This is an optimization exercise on Yosys and OpenROAD, whose aim is a short achievable clock period and few clock cycles, not a production implementation.
Only simulation tests tie the RTL to the original design; equivalence was not proved.
Power is estimated from default activity; no workload was simulated.

==> juniper <==
==> flow/design.v (excerpt) <==
module cpu (
    input           clk,
    input           rst,
    output          imem_en,
    output          imem_wen,
    output  [31:0]  imem_addr,
    output  [31:0]  imem_wdata,
    input   [31:0]  imem_rdata,
    output          dmem_en,
    output          dmem_wen,
    output  [31:0]  dmem_addr,
    output  [31:0]  dmem_wdata,
    input   [31:0]  dmem_rdata
);
Settings: LEC_CHECK=0, CAP_MARGIN=20, CORE_MARGIN=2, CORE_UTILIZATION=40, SLEW_MARGIN=20; clock period 11.0 ns.
standard.sh (not shown) runs the stock make flow with config.mk's settings and CLKGATE_MAP_FILE= SYNTH_SCRIPT=/design/flow/synth_recipe.tcl, a recipe that flattens the netlist after the stock synthesis.
==> flow/flow/run.sh <==
#!/bin/bash
# Standard layout, with timing repair aimed at a shorter period than the
# 11 ns constraint (the constraint itself is unchanged).
set -euo pipefail
bash standard.sh SETUP_SLACK_MARGIN=7.5 finish > standard_flow.log 2>&1
==> zinc (differences from juniper) <==
--- a/flow/design.v
+++ b/flow/design.v
@@ -75,89 +75,35 @@
     reg  [ 4:0] btb_rs1 [0:15];
     reg  [ 4:0] btb_rs2 [0:15];
     wire [ 3:0] f_idx    = f_pc[5:2];
     wire        f_hit    = btb_v[f_idx] && btb_tag[f_idx] == f_pc[31:6];
     wire        f_ptaken = btb_ctr[f_idx][1];
     wire [31:2] f_pc4    = f_pc + 30'd1;
     wire [31:2] f_pred   = !f_hit ? f_pc4 : f_ptaken ? btb_t[f_idx] : btb_nt[f_idx];
-    reg  [15:0] ic_v;
-    reg  [31:6] ic_tag  [0:15];
-    reg  [31:0] ic_word [0:15];
-    reg         f_fill;
-    always @(posedge clk) begin
-        if (rst)
-            ic_v <= 16'h0;
-        else if (f_fill)
-            ic_v[f_idx] <= 1'b1;
-        if (f_fill) begin
-            ic_tag[f_idx]  <= f_pc[31:6];
-            ic_word[f_idx] <= bswap(imem_rdata);
-        end
-    end
-    reg  [31:2] m_bf_alt;
-    wire [ 3:0] a_idx    = m_bf_alt[5:2];
-    wire        a_ic     = ic_v[a_idx] && ic_tag[a_idx] == m_bf_alt[31:6];
-    wire        a_hit    = btb_v[a_idx] && btb_tag[a_idx] == m_bf_alt[31:6];
-    wire        a_ptaken = btb_ctr[a_idx][1];
-    wire [31:2] a_pc4    = m_bf_alt + 30'd1;
-    wire [31:2] a_pred   = !a_hit ? a_pc4 : a_ptaken ? btb_t[a_idx] : btb_nt[a_idx];
     reg         m_bf;
-    wire        ic_ok    = m_bf && a_ic;
-    wire        use_ic   = flush && ic_ok;
+    reg  [31:2] m_bf_alt;
     always @(posedge clk) begin
         if (rst)
             f_pc <= 30'h400;
         else if (flush)
-            f_pc <= use_ic ? a_pred : redirect;
+            f_pc <= redirect;
         else if (!stall)
             f_pc <= f_pred;
-        f_fill <= !rst && flush && !use_ic;
-    end
-    reg         d_valid;
-    reg  [31:0] d_ir;
-    reg  [31:2] d_pc;
-    reg  [31:2] d_pred;
-    reg         d_fold;          
-    reg         d_bf;            
-    reg         d_bf_pt;         
-    reg  [31:2] d_bf_alt;        
-    reg  [ 2:0] d_bf_f3;
-    reg  [ 4:0] d_bf_rs1;
-    reg  [ 4:0] d_bf_rs2;
-    always @(posedge clk) begin
-        if (rst)
-            d_valid <= 1'b0;
-        else if (flush)
-            d_valid <= use_ic;
-        else if (!stall)
-            d_valid <= 1'b1;
-        if (use_ic) begin
-            d_ir     <= ic_word[a_idx];
-            d_pc     <= m_bf_alt;
-            d_pred   <= a_pred;
-            d_fold   <= a_hit && btb_fold[a_idx];
-            d_bf     <= a_hit && btb_fold[a_idx] && btb_br[a_idx];
-            d_bf_pt  <= a_ptaken;
-            d_bf_alt <= a_ptaken ? btb_nt[a_idx] : btb_t[a_idx];
-            d_bf_f3  <= btb_f3[a_idx];
-            d_bf_rs1 <= btb_rs1[a_idx];
-            d_bf_rs2 <= btb_rs2[a_idx];
-        end else if (!stall) begin
-            d_ir     <= bswap(imem_rdata);
-            d_pc     <= f_pc;
-            d_pred   <= f_pred;
-            d_fold   <= f_hit && btb_fold[f_idx];
-            d_bf     <= f_hit && btb_fold[f_idx] && btb_br[f_idx];
-            d_bf_pt  <= f_ptaken;
-            d_bf_alt <= f_ptaken ? btb_nt[f_idx] : btb_t[f_idx];
-            d_bf_f3  <= btb_f3[f_idx];
-            d_bf_rs1 <= btb_rs1[f_idx];
-            d_bf_rs2 <= btb_rs2[f_idx];
-        end
     end
+    wire        d_valid  = 1'b1;
+    wire [31:0] d_ir     = bswap(imem_rdata);
+    wire [31:2] d_pc     = f_pc;
+    wire [31:2] d_pred   = f_pred;
+    wire        d_fold   = f_hit && btb_fold[f_idx];             
+    wire        d_bf     = f_hit && btb_fold[f_idx] && btb_br[f_idx];
+    wire        d_bf_pt  = f_ptaken;                           
+    wire [31:2] d_bf_alt = f_ptaken ? btb_nt[f_idx] : btb_t[f_idx];
+    wire [ 2:0] d_bf_f3  = btb_f3[f_idx];
+    wire [ 4:0] d_bf_rs1 = btb_rs1[f_idx];
+    wire [ 4:0] d_bf_rs2 = btb_rs2[f_idx];
     wire [6:0] d_op  = d_ir[6:0];
     wire [2:0] d_f3  = d_ir[14:12];
     wire [4:0] d_rs1 = d_ir[19:15];
     wire [4:0] d_rs2 = d_ir[24:20];
     wire [4:0] d_rd  = d_ir[11:7];
     wire d_lui   = d_op == 7'b0110111;
     wire d_auipc = d_op == 7'b0010111;
@@ -176,16 +122,15 @@
     wire [31:0] d_immB = {{20{d_ir[31]}}, d_ir[7], d_ir[30:25], d_ir[11:8], 1'b0};
     wire [31:0] d_immU = {d_ir[31:12], 12'b0};
     wire [31:0] d_immJ = {{12{d_ir[31]}}, d_ir[19:12], d_ir[20], d_ir[30:21], 1'b0};
     wire [31:0] d_imm = d_st            ? d_immS :
                         (d_lui|d_auipc) ? d_immU :
                         d_jal           ? 32'd4  :
                                           d_immI;
-    wire [31:2] d_tgt = d_pc + (d_jal ? d_immJ[31:2] : d_immB[31:2]);
-    wire [31:2] d_pc4 = d_pc + 30'd1;
+    wire [31:2] d_pc4 = f_pc4;
     reg  [31:0] rf [0:31];
     reg         w_valid;
     reg         w_wr;
     reg  [ 4:0] w_rd;
     reg  [31:0] w_data;
     wire        w_we = w_valid && w_wr;
     always @(posedge clk) begin
@@ -215,15 +160,16 @@
     wire d_fy_m = e_valid && e_wr && e_rd == d_bf_rs2;
     wire d_fy_w = m_valid && m_wr && m_rd == d_bf_rs2;
     assign stall = d_valid && e_ld && !d_br &&
                    ((d_fa_m && d_use1) || (d_fb_m && d_rop));
     reg  [31:2] e_pc4;
     reg  [31:2] e_pc;
     reg  [31:2] e_pred;
-    reg  [31:2] e_tgt;
+    reg  [31:2] e_boff;
+    wire [31:2] e_tgt = e_pc + e_boff;
     reg  [31:0] e_ra;
     reg  [31:0] e_rb;
     reg  [31:0] e_rx;
     reg  [31:0] e_ry;
     reg  [31:0] e_sv;
     reg         e_fs_m, e_fs_w;
     reg         e_sub;
@@ -256,15 +202,15 @@
         e_jalr   <= d_jalr;
         e_f3     <= d_f3;
         e_rs1    <= d_rs1;
         e_rs2    <= d_rs2;
         e_pc     <= d_pc;
         e_pc4    <= d_pc4;
         e_pred   <= d_pred;
-        e_tgt    <= d_tgt;
+        e_boff   <= d_jal ? d_immJ[31:2] : d_immB[31:2];
         e_ra     <= d_auipc | d_jal ? {d_pc, 2'b00} : d_lui ? 32'h0 : d_ra;
         e_rb     <= (d_rop | d_br) ? d_rb : d_imm;
         e_sv     <= d_rb;
         e_fs_m   <= d_fb_m && d_st;
         e_fs_w   <= d_fb_w && d_st;
         e_rx     <= d_rx;
         e_ry     <= d_ry;
==> notes <==
- zinc completed with no timing, DRC or antenna violations. juniper produced a clean layout.
- In zinc the final cell count is smaller than in juniper, by about 18%.
- Wire length: zinc is smaller than juniper (about 16%).
- In juniper the critical path depth is higher than in zinc, by 3.
- In zinc the die area is smaller than in juniper, by about 24%.
==> figures <==
metric	juniper	zinc
Result of the run	complete, no violations	complete, no violations
Worst slew pin tran	1.292 ns	1.266 ns
Total GRT Usage	0.3119	0.3424
Clock sink total	4715	3579
Post-synthesis mux area share	0.3053	0.2719
Routed length per instance	41.32 um	42.17 um
Violation count after the first detailed-route iteration	26240	24010
Tot Pwr	0.05706 W	0.04191 W
Cell Pwr Density	204.0 nW/um^2	186.7 nW/um^2
DP Area	248000 sq um	187500 sq um
Testbench counts of juniper, summed over its fixed seeds: cycles 80,939.
Testbench counts of zinc, summed over its fixed seeds: cycles 80,859.


==> branch xenon <==
Another version of the RTL of cpu (not shown whole).
export LEC_CHECK = 0
export CAP_MARGIN = 20
export CORE_MARGIN = 2
export CORE_UTILIZATION = 40
export SLEW_MARGIN = 20
create_clock -name core_clock -period 11.0 [get_ports {clk}]
==> flow/flow/run.sh <==
#!/bin/bash
# Standard layout, with timing repair aimed at a shorter period than the
# 11 ns constraint (the constraint itself is unchanged), and plain buffers
# (not delay cells) on the ports.
set -euo pipefail
bash standard.sh SETUP_SLACK_MARGIN=7.5 \
    "BUFFER_PORTS_ARGS=-buffer_cell sky130_fd_sc_hd__buf_4" \
    finish > standard_flow.log 2>&1
==> branch harbor: changes against branch xenon <==
--- a/flow/design.v
+++ b/flow/design.v
@@ -14,28 +14,28 @@
 );
     function [31:0] bswap(input [31:0] v);
         bswap = {v[7:0], v[15:8], v[23:16], v[31:24]};
     endfunction
     function [2:0] cmp3(input [31:0] a, input [31:0] b);
-        reg [31:0] l, g;
+        reg [31:0] l, e;
         integer i, n;
         begin
             for (i = 0; i < 31; i = i + 1) begin
                 l[i] = !a[i] & b[i];
-                g[i] = a[i] & !b[i];
+                e[i] = !(a[i] ^ b[i]);
             end
             l[31] = 1'b0;
-            g[31] = 1'b0;
+            e[31] = 1'b1;
             for (n = 16; n >= 1; n = n / 2) begin
                 for (i = 0; i < n; i = i + 1) begin
-                    l[i] = l[2*i+1] | (!g[2*i+1] & l[2*i]);
-                    g[i] = g[2*i+1] | (!l[2*i+1] & g[2*i]);
+                    l[i] = l[2*i+1] | (e[2*i+1] & l[2*i]);
+                    e[i] = e[2*i+1] & e[2*i];
                 end
             end
-            cmp3 = {!l[0] & !g[0] & (a[31] == b[31]),
-                    (a[31] & !b[31]) | (!(!a[31] & b[31]) & l[0]),
-                    (!a[31] & b[31]) | (!(a[31] & !b[31]) & l[0])};
+            cmp3 = {e[0] & (a[31] == b[31]),
+                    (a[31] & !b[31]) | ((a[31] == b[31]) & l[0]),
+                    (!a[31] & b[31]) | ((a[31] == b[31]) & l[0])};
         end
     endfunction
     function [32:0] add32(input [31:0] a, input [31:0] b, input ci);
         reg [31:0] p, g, gn, pn;
         integer i, d;
@@ -71,11 +71,13 @@
     reg  [BN-1:0] btb_fold;
     reg  [BN-1:0] btb_br;          
     reg  [31:BI+2] btb_tag [0:BN-1];
     reg  [31:2] btb_t   [0:BN-1];  
     reg  [31:2] btb_nt  [0:BN-1];  
-    reg  [ 1:0] btb_ctr [0:BN-1];
+    reg  [ 1:0] btb_ctr [0:BN-1];   
+    reg  [ 7:0] btb_hist [0:BN-1];  
+    reg  [511:0] pht;
     reg  [ 2:0] btb_f3  [0:BN-1];
     reg  [ 4:0] btb_rs1 [0:BN-1];
     reg  [ 4:0] btb_rs2 [0:BN-1];
     wire [BI-1:0] f_idx  = f_pc[BI+1:2];
     wire        f_hit    = btb_v[f_idx] && btb_tag[f_idx] == f_pc[31:BI+2];
@@ -97,10 +99,11 @@
     wire [31:2] d_pc     = f_pc;
     wire [31:2] d_pred   = f_pred;
     wire        d_fold   = f_hit && btb_fold[f_idx];             
     wire        d_bf     = f_hit && btb_fold[f_idx] && btb_br[f_idx];
     wire        d_bf_pt  = f_ptaken;                           
+    wire [ 7:0] d_pidx   = btb_hist[f_idx] ^ {f_idx, {8-BI{1'b0}}};
     wire [31:2] d_bf_alt = f_ptaken ? btb_nt[f_idx] : btb_t[f_idx];
     wire [ 2:0] d_bf_f3  = btb_f3[f_idx];
     wire [ 4:0] d_bf_rs1 = btb_rs1[f_idx];
     wire [ 4:0] d_bf_rs2 = btb_rs2[f_idx];
     wire [6:0] d_op  = d_ir[6:0];
@@ -181,10 +184,11 @@
     reg  [ 2:0] e_f3;
     reg  [ 4:0] e_rs1, e_rs2;
     reg         e_fold;
     reg         e_bf;
     reg         e_bf_pt;
+    reg  [ 7:0] e_pidx;
     reg  [31:2] e_bf_alt;
     reg  [ 2:0] e_bf_f3;
     always @(posedge clk) begin
         if (rst || flush || stall)
             e_valid <= 1'b0;
@@ -221,10 +225,11 @@
         e_self_x <= d_wr && d_rd == d_bf_rs1;
         e_self_y <= d_wr && d_rd == d_bf_rs2;
         e_fold   <= d_fold;
         e_bf     <= d_bf;
         e_bf_pt  <= d_bf_pt;
+        e_pidx   <= d_pidx;
         e_bf_alt <= d_bf_alt;
         e_bf_f3  <= d_bf_f3;
         e_sub      <= (d_rop && d_ir[30] && d_f3 == 3'b000) ||
                       ((d_rop | d_iop) && (d_f3 == 3'b010 || d_f3 == 3'b011));
         e_sel_add  <= !(d_rop | d_iop) || d_f3 == 3'b000;
@@ -250,34 +255,35 @@
     wire [ 2:0] e_cf3    = e_bf ? e_bf_f3 : e_f3;
     wire        e_t_bad  = e_jalr || e_tgt != e_pred;
     wire        e_nt_bad = (e_br || !e_fold) && e_pc4 != e_pred;
     wire [ 4:0] e_sh  = e_b[4:0];
     wire [32:0] e_sum = add32(e_a, e_b ^ {32{e_sub}}, e_sub);
-    wire [ 2:0] e_cmp = cmp3(e_a, e_b);
-    wire        e_ltu = e_cmp[0];
-    wire        e_lt  = e_cmp[1];
+    wire        e_ltu = !e_sum[32];
+    wire        e_lt  = e_a[31] != e_b[31] ? e_a[31] : e_sum[31];
     wire [31:0] e_srx = $signed({e_sel_sra & e_a[31], e_a}) >>> e_sh;
-    wire [31:0] e_oth = ({32{e_sel_sll}} & (e_a << e_sh)) |
+    wire [31:0] e_alu = ({32{e_sel_add}} & e_sum[31:0]) |
+                        ({32{e_sel_sll}} & (e_a << e_sh)) |
                         ({32{e_sel_sr}}  & e_srx) |
                         ({32{e_sel_slt}} & {31'b0, e_lt}) |
                         ({32{e_sel_sltu}} & {31'b0, e_ltu}) |
                         ({32{e_sel_xor}} & (e_a ^ e_b)) |
                         ({32{e_sel_or}}  & (e_a | e_b)) |
                         ({32{e_sel_and}} & (e_a & e_b));
-    wire [31:0] e_alu = e_sel_add ? e_sum[31:0] : e_oth;
     reg         m_br, m_jalr, m_taken_always;
     reg  [ 2:0] m_f3;
     reg  [ 4:0] m_rs1, m_rs2;
     reg  [31:0] m_a, m_b;
+    reg         m_late_a, m_late_b;
     reg  [31:2] m_pc, m_pc4, m_tgt;
     reg         m_jal;
     reg         m_den, m_dwen;
     reg  [31:0] m_sdata;
     reg  [31:0] m_addr;
     reg         m_res_a, m_res_b;    
     reg         m_in_a, m_in_b;      
     reg         m_fold, m_bf_pt;
+    reg  [ 7:0] m_pidx;
     reg         m_c_eq, m_c_lt, m_c_ltu, m_c_inv;
     reg         m_fl_t, m_fl_nt, m_fl;
     reg  [31:2] m_redir;
     always @(posedge clk) begin
         if (rst || flush) begin
@@ -301,14 +307,14 @@
         m_rs2    <= e_rs2;
         m_c_eq   <= !e_cf3[2];
         m_c_lt   <= e_cf3[2:1] == 2'b10;
         m_c_ltu  <= e_cf3[2:1] == 2'b11;
         m_c_inv  <= e_cf3[0];
-        m_a      <= e_bf ? (e_late_x ? bswap(dmem_rdata) : e_x)
-                         : (e_late_a ? bswap(dmem_rdata) : e_a);
-        m_b      <= e_bf ? (e_late_y ? bswap(dmem_rdata) : e_y)
-                         : (e_late_b ? bswap(dmem_rdata) : e_b);
+        m_a      <= e_bf ? e_x : e_a;
+        m_b      <= e_bf ? e_y : e_b;
+        m_late_a <= e_bf ? e_late_x : e_late_a;
+        m_late_b <= e_bf ? e_late_y : e_late_b;
         m_res_a  <= e_bf && e_self_x && !e_ld;
         m_res_b  <= e_bf && e_self_y && !e_ld;
         m_in_a   <= e_bf && e_self_x && e_ld;
         m_in_b   <= e_bf && e_self_y && e_ld;
         m_fl_t   <= (e_bf && !e_bf_pt) || (e_br && e_t_bad);
@@ -317,32 +323,30 @@
         m_redir  <= e_bf ? e_bf_alt : (e_jal || (e_br && e_t_bad)) ? e_tgt : e_pc4;
         m_pc     <= e_pc;
         m_pc4    <= e_pc4;
         m_tgt    <= e_tgt;
         m_res    <= e_alu;
-        m_addr   <= e_sum[31:0];
+        if (e_ld || e_st)
+            m_addr <= e_alu;
         m_sdata  <= e_late_s ? dmem_rdata : bswap(e_s);
         m_fold   <= e_fold;
         m_bf     <= e_bf;
         m_bf_pt  <= e_bf_pt;
+        m_pidx   <= e_pidx;
         m_bf_alt <= e_bf_alt;
     end
     assign dmem_en    = m_den;
     assign dmem_wen   = m_dwen;
     assign dmem_addr  = m_addr;
     assign dmem_wdata = m_sdata;
+    wire [31:0] m_ra = m_res_a ? m_res : m_late_a ? w_data : m_a;
+    wire [31:0] m_rb = m_res_b ? m_res : m_late_b ? w_data : m_b;
     wire [31:0] m_in = bswap(dmem_rdata);
-    wire [ 2:0] m_c_rr = cmp3(m_a, m_b);
-    wire [ 2:0] m_c_ir = cmp3(m_in, m_b);
-    wire [ 2:0] m_c_ri = cmp3(m_a, m_in);
-    wire [ 2:0] m_c_xr = cmp3(m_res, m_b);
-    wire [ 2:0] m_c_rx = cmp3(m_a, m_res);
-    wire        m_sa = m_in_a | m_res_a;
-    wire        m_sb = m_in_b | m_res_b;
-    wire [ 2:0] m_c = m_sa && m_sb ? 3'b100 :
-                      m_in_a ? m_c_ir : m_in_b ? m_c_ri :
-                      m_res_a ? m_c_xr : m_res_b ? m_c_rx : m_c_rr;
+    wire [ 2:0] m_c_rr = cmp3(m_ra, m_rb);
+    wire [ 2:0] m_c_ir = cmp3(m_in, m_rb);
+    wire [ 2:0] m_c_ri = cmp3(m_ra, m_in);
+    wire [ 2:0] m_c = m_in_a ? (m_in_b ? 3'b100 : m_c_ir) : (m_in_b ? m_c_ri : m_c_rr);
     wire        m_cond  = m_c_inv ^ ((m_c_eq & m_c[2]) | (m_c_lt & m_c[1]) | (m_c_ltu & m_c[0]));
     wire        m_taken = m_taken_always || (m_br && m_cond);
     assign flush    = m_valid && (m_fl || (m_cond ? m_fl_t : m_fl_nt));
     assign redirect = m_jalr ? m_res[31:2] : m_redir;
     reg  [31:2] w_pc;
@@ -370,10 +374,11 @@
     reg  [ 2:0] u_f3;
     reg  [ 4:0] u_rs1, u_rs2;
     reg         v_valid;
     reg         v_taken;
     reg  [31:2] v_pc;
+    reg  [ 7:0] v_pidx;
     wire m_host_ok = w_valid && !w_ctrl && !w_bf;
     always @(posedge clk) begin
         if (rst)
             u_valid <= 1'b0;
         else
@@ -391,17 +396,23 @@
             v_valid <= 1'b0;
         else
             v_valid <= m_valid && m_bf;
         v_taken <= m_cond;
         v_pc    <= m_pc;
+        v_pidx  <= m_pidx;
     end
     wire [BI-1:0] u_idx = u_pc[BI+1:2];
     wire       u_hit = btb_v[u_idx] && !btb_fold[u_idx] && btb_tag[u_idx] == u_pc[31:BI+2];
     wire [1:0] u_ctr = btb_ctr[u_idx];
     wire [BI-1:0] v_idx = v_pc[BI+1:2];
     wire       v_hit = btb_v[v_idx] && btb_fold[v_idx] && btb_br[v_idx] && btb_tag[v_idx] == v_pc[31:BI+2];
-    wire [1:0] v_ctr = btb_ctr[v_idx];
+    wire [1:0] v_ctr  = pht[{v_pidx, 1'b1} -: 2];
+    wire [1:0] v_nctr = v_taken ? (v_ctr == 2'b11 ? 2'b11 : v_ctr + 2'b01)
+                                : (v_ctr == 2'b00 ? 2'b00 : v_ctr - 2'b01);
+    wire [7:0] v_hist = {btb_hist[v_idx][6:0], v_taken};
+    wire [7:0] v_npidx = v_hist ^ {v_idx, {8-BI{1'b0}}};
+    wire       v_npred = v_npidx == v_pidx ? v_nctr[1] : pht[{v_npidx, 1'b1}];
     wire       v_do  = v_valid && v_hit;
     always @(posedge clk) begin
         if (rst)
             btb_v <= {BN{1'b0}};
         else if (u_valid && (u_taken || u_fold))
@@ -419,10 +430,11 @@
                     btb_ctr[u_idx] <= 2'b00;
                 end else begin
                     btb_t[u_idx]   <= u_tgt;
                     btb_nt[u_idx]  <= u_pc4;
                     btb_ctr[u_idx] <= u_taken ? 2'b10 : 2'b01;
+                    btb_hist[u_idx] <= {7'b0, u_taken};
                 end
             end else if (u_taken) begin
                 btb_fold[u_idx] <= 1'b0;
                 btb_tag[u_idx]  <= u_pc[31:BI+2];
                 btb_t[u_idx]    <= u_tgt;
@@ -431,12 +443,16 @@
             end else if (u_hit) begin
                 btb_ctr[u_idx]  <= u_ctr == 2'b00 ? 2'b00 : u_ctr - 2'b01;
             end
         end
         if (v_do) begin
-            if (v_taken)
-                btb_ctr[v_idx] <= v_ctr == 2'b11 ? 2'b11 : v_ctr + 2'b01;
-            else
-                btb_ctr[v_idx] <= v_ctr == 2'b00 ? 2'b00 : v_ctr - 2'b01;
+            btb_hist[v_idx] <= v_hist;
+            btb_ctr[v_idx]  <= {v_npred, 1'b0};
         end
     end
+    always @(posedge clk) begin
+        if (rst)
+            pht <= {256{2'b10}};
+        else if (v_valid)
+            pht[{v_pidx, 1'b1} -: 2] <= v_nctr;
+    end
 endmodule
==> comparison <==
Branch xenon completed without violations. Branch harbor ran to the end with violations: max-slew violations. Between branch harbor and branch xenon, the lower flip-flop and latch count is in branch xenon (gap 602). Between branch xenon and branch harbor, the lower register-to-register slack is in branch xenon (gap 390 ps). Combinational power: branch harbor is larger than branch xenon (38%). Between branch xenon and branch harbor, the lower via count is in branch xenon (gap 21%, measured against branch harbor). Between branch harbor and branch xenon, the lower total power is in branch xenon (gap 27%, measured against branch xenon). Design area: branch harbor is larger than branch xenon (24%). Of branch xenon and branch harbor, branch harbor has the higher routed wire length (gap about 17%, measured against branch harbor). Against branch harbor, the critical path depth of branch xenon is lower by 3. In branch harbor the clock-buffer cell count is higher than in branch xenon, by 105. In branch harbor the clock power is higher than in branch xenon, by 26%. In branch harbor the synthesized cell count is larger than in branch xenon, by 33%.
Testbench counts of branch xenon, summed over its fixed seeds: cycles 80,859.
Testbench counts of branch harbor, summed over its fixed seeds: cycles 78,661.

[afterwards: timing with drivers on the ports]
Ports are ideal in the flow. The routed layouts listed here were re-timed in OpenROAD. Step 1: set_driving_cell puts a clkbuf_16 on clk and a buf_2 on each other input, an assumption about the parent block. Step 2 adds t to the input delays and takes it off the output delays; t is the mean of the earliest and latest rising clock arrival at the registers after step 1. Input paths then give back, and output paths get back, about the clock's delay inside the block. Three values: ideal, step 1, step 2; two values: the first two.
run	t, ns	setup slack, ns	hold WS [ns]	cell pins on the clock port's net
juniper	1.233	6.048 / 5.901 / 4.668	0.325 / 0.325 / 0.325	1
zinc	1.121	6.265 / 6.348 / 5.227	0.320 / 0.320 / 0.320	1
branch xenon	1.030	6.019 / 5.970 / 4.939	0.272 / 0.272 / 0.272	1
branch harbor	1.114	6.531 / 6.404 / 5.291	0.313 / 0.313 / 0.313	1
For juniper, which loses most, drivers alone change the setup slack by -0.147 ns; drivers and shift together by -1.380 ns.
